From an optimization exercise on the open Yosys and OpenROAD flow, aimed at small area and a short achievable clock period; shortcuts taken in it are not production practice. In this exercise RTL edits were held to simulation tests only and were not proved equivalent to the original.

**design/flow/run.sh**
```bash
#!/bin/bash
# synth_recipe.tcl (not shown) runs the flow's synth.tcl, then flattens the netlist and writes it again
# the make line also repeats each setting of config.mk as NAME=value (left out here)
make -C /OpenROAD-flow-scripts/flow DESIGN_CONFIG=/design/flow/config.mk WORK_HOME=/design/flow/orfs CLKGATE_MAP_FILE= SYNTH_SCRIPT=/design/flow/synth_recipe.tcl finish
```
**design/flow/config.mk**
```make
export PLATFORM = sky130hd
export DESIGN_NAME = PE_array
export DESIGN_NICKNAME = PE_array
export VERILOG_FILES = /design/flow/design.v
export SDC_FILE = /design/flow/constraint.sdc
export NUM_CORES = 4
export LEC_CHECK = 0
export CAP_MARGIN = 20
export CORE_MARGIN = 2
export CORE_UTILIZATION = 40
export PLACE_DENSITY = 0.6
export SLEW_MARGIN = 20
```
**design/flow/constraint.sdc**
```tcl
create_clock -name core_clock -period 6.5 [get_ports {clk}]
set_input_delay 1.3000 -clock core_clock [delete_from_list [all_inputs] [get_ports {clk}]]
set_output_delay 1.3000 -clock core_clock [all_outputs]
set_load 0.01 [all_outputs]
```
**design/flow/design.v**
```verilog
module PE #(
	parameter DATA_WIDTH = 16
) (
	input                           clk          ,
	input                           rst_n        ,
	input                           reset_pe     ,
	input                           write_out_en ,
	input      [DATA_WIDTH - 1 : 0] top_in       ,
	input      [DATA_WIDTH - 1 : 0] left_in      ,
	input      [DATA_WIDTH - 1 : 0] mac_in       ,
	output reg [DATA_WIDTH - 1 : 0] bottom_out   ,
	output reg [DATA_WIDTH - 1 : 0] right_out    ,
	output reg [DATA_WIDTH - 1 : 0] mac_out
);
	reg  [DATA_WIDTH - 1 : 0] result ;
	wire [DATA_WIDTH - 1 : 0] mult   ;
	always @(posedge clk or negedge rst_n) begin
		if (!rst_n) begin
			result     <= {DATA_WIDTH{1'b0}} ;
			bottom_out <= {DATA_WIDTH{1'b0}} ;
			right_out  <= {DATA_WIDTH{1'b0}} ;
			mac_out    <= {DATA_WIDTH{1'b0}} ;
		end
		else begin
			result     <= (reset_pe) ? {DATA_WIDTH{1'b0}} : (mult + result) ;  
			bottom_out <= top_in                                            ;
			right_out  <= left_in                                           ;
			mac_out    <= (write_out_en) ? mac_in : result                  ;
		end
	end
	assign mult = $signed(top_in) * $signed(left_in) ;
endmodule
module PE_array #(
    parameter DATA_WIDTH    = 16 , 
    parameter SYSTOLIC_SIZE = 4 
) (
    input                                       clk          ,
    input                                       rst_n        ,
    input                                       reset_pe     ,
    input                                       write_out_en ,
    input  [SYSTOLIC_SIZE * DATA_WIDTH - 1 : 0] wgt_in       ,
    input  [SYSTOLIC_SIZE * DATA_WIDTH - 1 : 0] ifm_in       ,
    output [SYSTOLIC_SIZE * DATA_WIDTH - 1 : 0] ofm_out
);
    wire [SYSTOLIC_SIZE * SYSTOLIC_SIZE * DATA_WIDTH - 1 : 0] right_out  ;  
    wire [SYSTOLIC_SIZE * SYSTOLIC_SIZE * DATA_WIDTH - 1 : 0] bottom_out ;
    wire [SYSTOLIC_SIZE * SYSTOLIC_SIZE * DATA_WIDTH - 1 : 0] mac_out    ;
    genvar i, j;
    generate
        for (i = 0; i < SYSTOLIC_SIZE; i = i + 1) begin : row
            for (j = 0; j < SYSTOLIC_SIZE; j = j + 1) begin : col
                PE #(.DATA_WIDTH (DATA_WIDTH)) pe_inst (
                    .clk          ( clk                                                                                                                                ) ,
                    .rst_n        ( rst_n                                                                                                                              ) ,
                    .write_out_en ( write_out_en                                                                                                                       ) , 
                    .reset_pe     ( reset_pe                                                                                                                           ) ,
                    .top_in       ( (i == 0                ) ? wgt_in [j*DATA_WIDTH +: DATA_WIDTH] : bottom_out [((i-1)*SYSTOLIC_SIZE + j) * DATA_WIDTH +: DATA_WIDTH] ) ,
                    .left_in      ( (j == 0                ) ? ifm_in [i*DATA_WIDTH +: DATA_WIDTH] : right_out  [(i*SYSTOLIC_SIZE + (j-1)) * DATA_WIDTH +: DATA_WIDTH] ) ,
                    .mac_in       ( (j == SYSTOLIC_SIZE - 1) ? {DATA_WIDTH{1'b0}}                  : mac_out    [(i*SYSTOLIC_SIZE + (j+1)) * DATA_WIDTH +: DATA_WIDTH] ) ,
                    .bottom_out   ( bottom_out [(i*SYSTOLIC_SIZE + j) * DATA_WIDTH +: DATA_WIDTH]                                                                      ) ,
                    .right_out    ( right_out  [(i*SYSTOLIC_SIZE + j) * DATA_WIDTH +: DATA_WIDTH]                                                                      ) ,
                    .mac_out      ( mac_out    [(i*SYSTOLIC_SIZE + j) * DATA_WIDTH +: DATA_WIDTH]                                                                      )
                );
            end
        end
    endgenerate
    generate
        for (i = 0; i < SYSTOLIC_SIZE; i = i + 1) begin : ofm
            assign ofm_out[i*DATA_WIDTH +: DATA_WIDTH] = mac_out[i*SYSTOLIC_SIZE*DATA_WIDTH +: DATA_WIDTH];
        end
    endgenerate    
endmodule
```
==> flow_summary.yaml <==
final_layout:
  stdcell_area_um2: 113000
  layout.nets: 13400
  seq_area_um2: 22400
  post-route-util: 0.445
  layout.cells.non_filler: 14200
  fillers: 24100
  multi_input_area_um2: 68200
  layout-drive-gt1-share: 0.0701
  syn2layout_area_growth_pct: 10.6
placed_design:
  hpwl_um: 212000
  dpl_cell_area_um2: 110000
  port_buffers: 195
  gp_congestion: 0.908
  dp_cells: 14000
clocking:
  numClockSinks: 896
  clock_path_buffers: 3
  cts_tree: "yes"
  cts-root-buf: "clkbuf_16"
  insertion_delay_ns: 0.76
  tritoncts.num_buffers: 101
  post_cts_buffers: 0
  htreeDepth: 3
  clk_pin_slew_worst_paths_ns: 0.07
  cts_hold_buf: 0
  ctsResizeCount: 0
setup_path:
  max_stage_delay_ns: 0.61
  rrSetupSlack_ns: 0.51
  cp-start-kind: "input pin"
  crit_type: "in2reg"
  endpoint_kind: "register"
  critPathArrivalTime_ns: 6.75
  required_ns: 7.11
  cp_max_fo: 9
  path_common_cell: "fa_1"
  worstPathCellList: "clkdlybuf4s50_1 > and2_1 > fa_1 > inv_1 > fa_1 > fa_1 > fa_1 > inv_1 > fa_1 > inv_1 > fa_1 > inv_1 > ha_1 > a21o_1 > a21o_1 > a21oi_1 > nor2b_1 > a211oi_1 > xnor2_1 > nor2_1"
  slowest_stage: "clkdlybuf4s50_1"
timing:
  hold_viol: 0
  hold_ws_ns: 0.421
  rsz0062_at_grt: "no"
  maxSlewHeadroom: 0.393
  worst_slew_pin_slew_ns: 0.911
  finalSetupViolCount: 0
  final-max-slew-violation-count: 0
  finalWorstPathRequiredPeriod_ns: 6.14
  period_share: 0.944
  timing.fmax_ghz: 0.163
  fin_skew_ns: 0.0339
synthesis:
  synth_edf_count: 0
  ys_types: 43
  synth_warnings: 1
  syn-instance-count: 10400
  syn-num-nets: 13100
  async_flop_share: 1.00
  synth_area_per_cell_um2: 9.81
  synth-seq-cells: 896
  yosys_most_used_dff: "dfrtp_1"
  seq_area_frac_synth: 0.219
  syn_area_um2: 102000
detailed_routing:
  drt_wl_total_um: 264000
  drcViolationCount: 0
  routedWlPerCell_um: 18.6
  drt_iter0_drc: 3867
  ant_nets: 0
  vias_per_cell: 4.80
  vias: 68100
  drtPass1Iterations: 5
global_route:
  grt_pass1_wl_um: 428000
  grt_pass1_vias: 76000
  grtUsageTotal: 0.211
  grt_max_degree: 137
  grt.overflow.total: 0
  antenna_found_initial: 27
floorplan:
  initial_utilization: 0.403
  dieArea_um2: 260000
  ioPinCount: 196
  die_w_um: 510
  num_rows: 185
  die_h_um: 510
  coreArea_um2: 254000
hold_path:
  hp-class: "reg2reg"
job:
  max-cap-violations: 0
status:
  outcome: "no timing/DRC/antenna violations"
-- placed cells by master, fill, tap and decap left out, types with 11 or more instances in the layout --
master and n:
clkdlybuf4s50_1 192, o211ai_1 13, dfrtp_1 896, inv_6 11, xor2_1 168, nor3_1 18, xnor2_1 456, nand2_1 851
o21ai_0 71, clkbuf_16 103, and2_2 42, a21oi_1 123, fa_1 1488, mux2_2 192, clkbuf_8 12, a211oi_1 15
nor2_1 195, ha_1 1056, a21o_1 128, buf_12 27, nor2b_1 160, buf_4 288, bufinv_16 11, diode_2 12
clkbuf_1 11, nor4b_1 12, and2_1 1254, inv_1 2753, xnor3_1 32, nand2_2 16, a31oi_1 23, nand3_1 19
and4_1 16, nand2b_1 42, clkinv_2 16, o311a_1 14
-- cell type report --
class / instances / share of cell area
Antenna cell: 12 / 0.000265
Clock buffer: 126 / 0.0246
Clock inverter: 60 / 0.00625
Inverter: 2753 / 0.0912
Multi-Input combinational cell: 6461 / 0.601
Sequential cell: 896 / 0.198
Tap cell: 3366 / 0.0372
Timing Repair Buffer: 510 / 0.0412
-- per-stage QoR --
step	worst slack, ns	TNS [ns]
floorplan	0.328	0
global placement	-0.416	-2.54
detailed placement	-0.393	-3.83
CTS	0.381	0
global route	0.159	0
finish	0.364	0
-- per-layer routing --
layer	share of wire	vias up	wire length (um)	track usage
li1	-	31000	-	-
met1	0.44	35100	115000	0.284
met3	0.048	397	12500	0.0279
met4	0.031	8	8280	0.0599
met5	0.00020	-	53	0
met2	0.48	1561	127000	0.356
-- sequential cells by signal, summed over array words and instances, names as in the netlist --
register	cells
row.col.pe_inst.right_out	192
row.col.pe_inst.result	256
row.col.pe_inst.bottom_out	192
row.col.pe_inst.mac_out	256
-- synthesized netlist by cell type (2+ instances only) --
master / count / area [um^2]
a211oi_1: 15 / 113
a211oi_2: 6 / 75.1
a21o_1: 128 / 961
a21oi_1: 123 / 616
a221oi_1: 3 / 26.3
a311o_1: 7 / 70.1
a31oi_1: 23 / 144
a32oi_1: 7 / 61.3
and2_1: 1254 / 7850
and2_2: 42 / 315
and4_1: 16 / 140
buf_1: 3 / 11.3
buf_2: 3 / 15.0
buf_4: 66 / 495
buf_6: 3 / 33.8
clkbuf_1: 245 / 920
clkbuf_2: 11 / 55.1
dfrtp_1: 896 / 22400
fa_1: 1488 / 29800
ha_1: 1056 / 13200
inv_1: 2753 / 10300
mux2_2: 192 / 2160
nand2_1: 851 / 3190
nand2_2: 16 / 100
nand2_4: 2 / 22.5
nand2b_1: 42 / 263
nand3_1: 19 / 95.1
nor2_1: 195 / 732
nor2b_1: 160 / 1000
nor2b_2: 7 / 61.3
nor3_1: 18 / 90.1
nor4_1: 10 / 62.6
nor4b_1: 12 / 105
o211ai_1: 13 / 97.6
o21a_1: 8 / 60.1
o21ai_0: 71 / 355
o311a_1: 14 / 140
o41ai_1: 6 / 52.6
xnor2_1: 456 / 3990
xnor3_1: 32 / 721
xor2_1: 168 / 1470
-- final timing paths --
kind / cells past startpoint / end / start
setup / recovery: 20 / row[1].col[0].pe_inst.result[15]$_DFF_PN0_ / ifm_in[20]
hold / removal: 0 / row[1].col[1].pe_inst.right_out[14]$_DFF_PN0_ / row[1].col[0].pe_inst.right_out[14]$_DFF_PN0_
setup reg to reg: 19 / row[3].col[3].pe_inst.result[15]$_DFF_PN0_ / row[3].col[2].pe_inst.right_out[1]$_DFF_PN0_
hold reg to reg: 0 / row[1].col[1].pe_inst.right_out[14]$_DFF_PN0_ / row[1].col[0].pe_inst.right_out[14]$_DFF_PN0_
max in group asynchronous: 2 / row[3].col[0].pe_inst.result[4]$_DFF_PN0_ / rst_n
min in group asynchronous: 1 / row[0].col[0].pe_inst.right_out[9]$_DFF_PN0_ / rst_n
-- logic make-up (layout without fill, tap and decap cells) --
kind of cell	after synthesis	after routing	share of synthesized area
flip-flops	896	896	0.219
adder cells (fa/ha/maj)	2544	2544	0.420
XOR/XNOR	656	656	0.0604
multiplexers	192	192	0.0211
buffers and inverters	3085	3449	0.116
AND/OR/NAND/NOR	2645	2645	0.137
AO/OA/AOI/OAI	424	424	0.0271
other	0	12	0
-- worst max-delay path: cells and delay by family --
family	cells	cell delay [ns]
buf+inv	5	0.80
compound gates	4	0.83
simple gates	3	0.40
fa+ha+maj	7	3.26
xor+xnor	1	0.15

==> port drivers added, routing unchanged <==
The flow's constraints put no driver on any port. The routed layout listed below was extracted and timed again, unchanged, in two steps.
Step 1: set_driving_cell puts a clkbuf_16 on clk and a buf_2 on each other input, an assumption about the parent block.
Step 2 moves the port delays by t, midway between the first and last clock arrival at a register: inputs arrive t later, outputs are due t later. That takes back most of the time a late clock gives input paths.
a / b / c = ideal ports / drivers / drivers and shift; a / b = the first two.
shift t [ns]: 0.831
setup WS [ns]: 0.364 / 0.405 / -0.426
worst setup path at the end: input to register
clock arrival spread, ns: 0.035 / 0.035
worst register clock-pin slew, ns: 0.08 / 0.08
With both steps, setup timing fails in this run, where it was met with ideal ports. The setup slack of this run moves by +0.041 ns with the drivers and by -0.790 ns with both steps.
